Background: an optimization exercise with open tools, aiming at a short achievable clock period and few clock cycles. Do not read the settings as production practice. Function was checked by simulation only, so behaviour that the tests miss may differ from the original.

## flow/design.v (module list and top-level ports; edited modules follow where they fit)
// module sirv_gnrl_dfflr_init: 20 lines
// module sirv_gnrl_dfflrs: 19 lines
// module sirv_gnrl_dfflr: 19 lines
// module sirv_gnrl_dffl: 16 lines
// module sirv_gnrl_dffrs: 18 lines
// module sirv_gnrl_dffr: 18 lines
// module sirv_gnrl_ltch: 15 lines
// module booth_mul33: 1168 lines
// module div_fast: 1274 lines
// module e203_muldiv_top: 139 lines
// module div_slow_step: 40 lines
// module out_sel: 34 lines
module e203_muldiv_top (
  input         clk,
  input         rst_n,
  input         i_valid,
  output        i_ready,
  input  [2:0]  i_op,      
  input  [31:0] i_rs1,
  input  [31:0] i_rs2,
  output        o_valid,
  input         o_ready,
  output [31:0] o_wdat
);
  // ...
==> flow/run.sh <==
#!/bin/bash
# synth_recipe.tcl (not shown) runs the flow's synth.tcl, then flattens the netlist and writes it again
# the make line also repeats each setting of config.mk as NAME=value (left out here)
make -C /OpenROAD-flow-scripts/flow DESIGN_CONFIG=/design/flow/config.mk WORK_HOME=/design/flow/orfs CLKGATE_MAP_FILE= SYNTH_SCRIPT=/design/flow/synth_recipe.tcl finish
==> flow/config.mk <==
export PLATFORM = sky130hd
export DESIGN_NAME = e203_muldiv_top
export DESIGN_NICKNAME = e203_muldiv_top
export VERILOG_FILES = /design/flow/design.v
export SDC_FILE = /design/flow/constraint.sdc
export NUM_CORES = 4
export LEC_CHECK = 0
export CAP_MARGIN = 20
export CORE_MARGIN = 2
export CORE_UTILIZATION = 40
export PLACE_DENSITY = 0.6
export SETUP_SLACK_MARGIN = 3
export SLEW_MARGIN = 20
export SYNTH_HIERARCHICAL = 1
export SYNTH_MINIMUM_KEEP_SIZE = 0
==> flow/constraint.sdc <==
create_clock -name core_clock -period 12.0 [get_ports {clk}]
set_input_delay 2.4000 -clock core_clock [delete_from_list [all_inputs] [get_ports {clk}]]
set_output_delay 2.4000 -clock core_clock [all_outputs]
set_load 0.01 [all_outputs]
==> impl_metrics.tcl, run 1 <==
set metrics [dict create \
    status "no timing/DRC/antenna violations" \
    endpoint "o_wdat[24]" \
    worstPathMaxFanout 6 \
    min_to "s_d[16]" \
    cp_slowest_cell "fa_1" \
    grt_use_met2 0.606 \
    r2r_start "s_b3[0]" \
    rows 191 \
    endpoint_kind "output port" \
    cts_max_path_buffers 2 \
    regMostFlops "s_d" \
    multi_input_area_share 0.724 \
    routed_via_density 6.12 \
    syn_area_per_cell_um2 7.97 \
    cpPeakStageDelay_ns 0.57 \
    antenna_cells 21 \
    nonClkBufAreaFrac 0.161 \
    holdWs_ns 0.533 \
    critPathBufInv 8 \
    inv_count 1591 \
    cp.arrival_ns 9.18 \
    wl_met1_um 265000 \
    dpl_worst_slack_ns -0.463 \
    met3_usage 0.102 \
]
Testbench counts, summed over its fixed seeds: cycles 3,691.
==> module e203_muldiv_top, before the edit <==
module e203_muldiv_top (
  input         clk,
  input         rst_n,
  input         i_valid,
  output        i_ready,
  input  [2:0]  i_op,      
  input  [31:0] i_rs1,
  input  [31:0] i_rs2,
  output        o_valid,
  input         o_ready,
  output [31:0] o_wdat
);
  localparam DG   = 3;                     
  localparam WB   = 2 * DG;                
  localparam NWIN = (32 + WB - 1) / WB;    
  localparam DW   = NWIN * WB;             
  wire is_div = i_op[2];
  wire is_rem = i_op[1];
  wire mul_sa = (i_op[1:0] != 2'b11);
  wire mul_sb = ~i_op[1];
  wire [65:0] prod;
  booth_mul33 u_mul (
    .x ({mul_sa & i_rs1[31], i_rs1}),
    .y ({mul_sb & i_rs2[31], i_rs2}),
    .p (prod)
  );
  wire div_s  = ~i_op[0];
  wire sa     = div_s & i_rs1[31];
  wire sb     = div_s & i_rs2[31];
  wire sq     = sa ^ sb;
  wire b_zero = (i_rs2 == 32'd0);
  wire        f_big;
  wire [31:0] f_q;
  wire [31:0] f_r;
  div_fast u_fast (
    .a   (i_rs1),
    .b   (i_rs2),
    .sgn (div_s),
    .big (f_big),
    .q   (f_q),
    .r   (f_r)
  );
  wire fast_ok = b_zero | ~f_big;
  wire [31:0] am = sa ? (32'd0 - i_rs1) : i_rs1;
  wire [31:0] bm = sb ? (32'd0 - i_rs2) : i_rs2;
  reg  [NWIN-1:0] win_need;
  reg  [2:0]      start_w;
  reg  [31:0]     start_p;
  reg  [DW-1:0]   start_d;
  integer w;
  always @* begin
    win_need = {NWIN{1'b0}};
    for (w = 1; w < NWIN; w = w + 1)
      win_need[w] = ((am >> (WB * w)) >= bm);
    start_w = 3'd0;
    for (w = 1; w < NWIN; w = w + 1)
      if (win_need[w]) start_w = w;
    start_p = 32'd0;
    start_d = {DW{1'b0}};
    for (w = 0; w < NWIN; w = w + 1)
      if (start_w == w) begin
        start_p = ({{DW{1'b0}}, am} >> (WB * (w + 1)));
        start_d = ({{DW{1'b0}}, am} << (DW - WB * (w + 1)));
      end
  end
  reg           busy;
  reg [2:0]     s_w;
  reg [31:0]    s_p;     
  reg [DW-1:0]  s_d;     
  reg [31:0]    s_q;     
  reg [31:0]    s_b1;    
  reg [33:0]    s_b3;    
  wire [31:0]   n_p;
  wire [DW-1:0] n_d;
  wire [31:0]   n_q;
  div_slow_step #(.DG(DG), .DW(DW)) u_step (
    .p   (s_p),
    .d   (s_d),
    .q   (s_q),
    .b1  (s_b1),
    .b3  (s_b3),
    .n_p (n_p),
    .n_d (n_d),
    .n_q (n_q)
  );
  reg  done;
  wire last = (s_w == 3'd0);
  wire [31:0] sres = is_rem ? (sa ? (32'd0 - s_p) : s_p)
                            : (sq ? (32'd0 - s_q) : s_q);
  always @(posedge clk or negedge rst_n) begin
    if (!rst_n) begin
      busy <= 1'b0;
      done <= 1'b0;
    end else if (~i_valid) begin
      busy <= 1'b0;
      done <= 1'b0;
    end else if (~busy) begin
      busy <= is_div & ~fast_ok;
      done <= 1'b0;
    end else if (~done) begin
      done <= last;
    end else if (o_ready) begin
      busy <= 1'b0;
      done <= 1'b0;
    end
  end
  always @(posedge clk) begin
    if (~busy) begin
      s_w  <= start_w;
      s_p  <= start_p;
      s_d  <= start_d;
      s_q  <= 32'd0;
      s_b1 <= bm;
      s_b3 <= {2'b00, bm} + {1'b0, bm, 1'b0};
    end else if (~done) begin
      s_w  <= s_w - 3'd1;
      s_p  <= n_p;
      s_d  <= n_d;
      s_q  <= n_q;
    end
  end
  out_sel u_out (
    .busy    (busy),
    .done    (done),
    .i_valid (i_valid),
    .o_ready (o_ready),
    .i_op    (i_op),
    .b_zero  (b_zero),
    .f_big   (f_big),
    .sres    (sres),
    .prod    (prod[63:0]),
    .f_q     (f_q),
    .f_r     (f_r),
    .a       (i_rs1),
    .o_valid (o_valid),
    .i_ready (i_ready),
    .o_wdat  (o_wdat)
  );
endmodule
==> run 2: changes to the inputs <==
--- a/flow/design.v
+++ b/flow/design.v
@@ -2579,8 +2579,9 @@
 );
   localparam DG   = 3;                     
   localparam WB   = 2 * DG;                
-  localparam NWIN = (32 + WB - 1) / WB;    
-  localparam DW   = NWIN * WB;             
+  localparam LB   = 2;                     
+  localparam NWIN = (32 - LB + WB - 1) / WB;   
+  localparam DW   = LB + NWIN * WB;        
   wire is_div = i_op[2];
   wire is_rem = i_op[1];
   wire mul_sa = (i_op[1:0] != 2'b11);
@@ -2618,7 +2619,7 @@
   always @* begin
     win_need = {NWIN{1'b0}};
     for (w = 1; w < NWIN; w = w + 1)
-      win_need[w] = ((am >> (WB * w)) >= bm);
+      win_need[w] = ((am >> (LB + WB * w)) >= bm);
     start_w = 3'd0;
     for (w = 1; w < NWIN; w = w + 1)
       if (win_need[w]) start_w = w;
@@ -2626,8 +2627,8 @@
     start_d = {DW{1'b0}};
     for (w = 0; w < NWIN; w = w + 1)
       if (start_w == w) begin
-        start_p = ({{DW{1'b0}}, am} >> (WB * (w + 1)));
-        start_d = ({{DW{1'b0}}, am} << (DW - WB * (w + 1)));
+        start_p = ({{DW{1'b0}}, am} >> (LB + WB * (w + 1)));
+        start_d = ({{DW{1'b0}}, am} << (DW - LB - WB * (w + 1)));
       end
   end
   reg           busy;
@@ -2652,8 +2653,21 @@
   );
   reg  done;
   wire last = (s_w == 3'd0);
-  wire [31:0] sres = is_rem ? (sa ? (32'd0 - s_p) : s_p)
-                            : (sq ? (32'd0 - s_q) : s_q);
+  wire [31:0]   l_p;
+  wire [DW-1:0] l_d;
+  wire [31:0]   l_q;
+  div_slow_step #(.DG(LB / 2), .DW(DW)) u_last (
+    .p   (s_p),
+    .d   (s_d),
+    .q   (s_q),
+    .b1  (s_b1),
+    .b3  (s_b3),
+    .n_p (l_p),
+    .n_d (l_d),
+    .n_q (l_q)
+  );
+  wire [31:0] sres = is_rem ? (sa ? (32'd0 - l_p) : l_p)
+                            : (sq ? (32'd0 - l_q) : l_q);
   always @(posedge clk or negedge rst_n) begin
     if (!rst_n) begin
       busy <= 1'b0;
==> run 2 against run 1 <==
Against the previous run:
- fmax decreased by 1.0%
- synthesized cell count increased by 5.9%
- via count increased by 1.9%
- wire length decreased by 6.7%
- still clean
- largest cell class unchanged
- critical path type unchanged
- register-to-register slack improved by 0.05 ns
- worst setup slack got worse by 0.12 ns
- synthesized area increased by 4.7%
==> impl_metrics.tcl, run 2 <==
set metrics [dict create \
    clock-sinks 164 \
    syn_to_final_growth_pct 19.8 \
    final-seq-area_um2 4620 \
    cts_buffers 17 \
    first_iter_violations 14800 \
    port_buffers 104 \
    die_h_um 538 \
    nFillCells 28300 \
    worstPathMaxFanout 8 \
    startpoint_type "primary input" \
    hold_path_class "flop to flop" \
    final_hold_viol_count 0 \
    cpPeakStageDelay_ns 0.49 \
    cp_slowest_cell "ha_2" \
    fin_crit_ns 11.70 \
    cts_max_path_buffers 2 \
    grt_usage 0.378 \
    globalRouteOverflowTotal 0 \
    setup_viol 0 \
    rows 196 \
    gp_congestion 1.09 \
    drtAntennaViolNets 0 \
    start_util 0.401 \
    dp_hpwl_um 483000 \
    drv_cap 0 \
    routed_via_density 6.10 \
    syn_area_per_cell_um2 7.88 \
    rsz0062_at_grt "yes" \
    fp.dieArea_um2 290000 \
    clock_latency_ns 0.45 \
    path_common_cell "buf_4" \
    finalWirelength_um 574000 \
    antenna_found_initial 23 \
    grt_pass1_wl_um 802000 \
    cp.required_ns 9.60 \
    io_pins 105 \
    status "no timing/DRC/antenna violations" \
    ys.warnings.count 9 \
    vias 118000 \
    regMostFlops "s_b3" \
    cts_tree "built" \
    largest_reg_flops 34 \
    syn_area_um2 114000 \
    period_share 0.975 \
    grt_max_degree 109 \
    multi_input_area_um2 104000 \
    fmax_mhz 85.5 \
    clockRootBuffer "clkbuf_16" \
    dr.pass1.iters 9 \
    final_nets 18300 \
    final_common_cell "ha_1" \
    finalClockSkew_ns 0.0135 \
    syn_inst 14500 \
    final_layout_size_suffix_gt1_frac 0.179 \
    worst_slew_pin_slew_ns 1.17 \
    critical_path_class "primary input to output port" \
    clkTransAtPathRegs_ns 0.08 \
    worst_slack_ns 0.297 \
    wl_per_cell_um 29.6 \
    dpl_cell_area_um2 131000 \
    grt_pass1_vias 112000 \
    drc 0 \
    htreeDepth 4 \
    reg_top3 "s_b3: 34 flops, s_d: 32 flops, s_p: 32 flops" \
    slew_viol_final 0 \
    coreArea_um2 284000 \
    max_slew_margin 0.215 \
    die_w_um 538 \
    dpl_worst_slack_ns -0.605 \
    cp.arrival_ns 9.30 \
    final_cell_mix "ha_1 (1743), buf_4 (1640), inv_1 (1605)" \
    endpoint_kind "output port" \
    stdcell_area_um2 137000 \
]
[run 2: final cells by class]
type,count,share of cell area
clock buffers,19,0.00317
flip-flops and latches,164,0.0338
inverters,1666,0.0461
multi-input cells,11800,0.757
diodes,12,0.000220
clock inverters,13,0.00126
well taps,3762,0.0344
repair buffers,1959,0.124
[run 2: path summary, 6_finish.rpt]
check                        endpoint  startpoint  slack, ns  cells after the start
max                        o_wdat[25]    i_rs2[2]       0.30                     29
min                           s_d[11]      s_d[5]       0.53                      2
max reg2reg                   s_p[27]     s_p[14]       1.26                     44
min reg2reg                   s_d[11]      s_d[5]       0.53                      2
max in group asynchronous        busy       rst_n       9.74                      1
min in group asynchronous        busy       rst_n       2.11                      1
[run 2: critical path: cells and delay by family]
family | cells | cell delay [ns]
AOI/OAI and AO/OA | 10 | 2.60
buffers and inverters | 13 | 2.44
and+or+nand+nor | 3 | 0.98
adders and majority gates | 2 | 0.78
muxes | 1 | 0.07
[run 2: repair_timing]
action	4_1_cts	5_1_grt
pin swaps	231	195
hold buffers	0	0
endpoints found under the setup margin	68	82
gates resized for setup	473	427
buffers inserted	83	112
gates cloned	5	3
[run 2: stage by stage]
step	hold slack (ns)	cells	setup TNS [ns]	util
after floorplan	0.465	14500	0	-
after global placement	0.504	19200	-6.16	0.460
after detailed placement	0.512	19200	-6.94	0.460
after CTS	0.529	19300	0	0.471
after global routing	0.549	19400	0	0.481
final	0.529	19400	0	0.481
[run 2: routing by layer]
metal,track usage,wire length [um],share of wire
met4,0.255,47200,0.082
met3,0.0725,58900,0.10
met5,0,101,0.00018
met1,0.502,232000,0.41
met2,0.552,235000,0.41
Testbench counts of run 2, summed over its fixed seeds: cycles 3,663.

==> static timing again, ports no longer ideal <==
The flow's constraints put no driver on any port. The routed layouts listed below were extracted and timed again, unchanged, in two steps.
Step 1 assumes that a clkbuf_16 drives the clock port and a buf_2 every other input.
Step 2 times the ports against the registers' clock, not the clock port: input delays grow and output delays shrink by t, the midpoint of the rising clock arrivals with the driver on.
a / b / c = ideal ports / drivers / drivers and shift; a / b = the first two.
| run | t (ns) | slack for setup (ns) | pins driven straight from the clock port |
|---|---|---|---|
| run 1 | 0.561 | 0.419 / 0.336 / 0.336 | 1 |
| run 2 | 0.501 | 0.297 / 0.254 / 0.254 | 1 |
After both steps setup and hold are still met in every run listed. The setup slack of run 1, which loses most, moves by -0.083 ns with the drivers and by -0.083 ns with both steps.
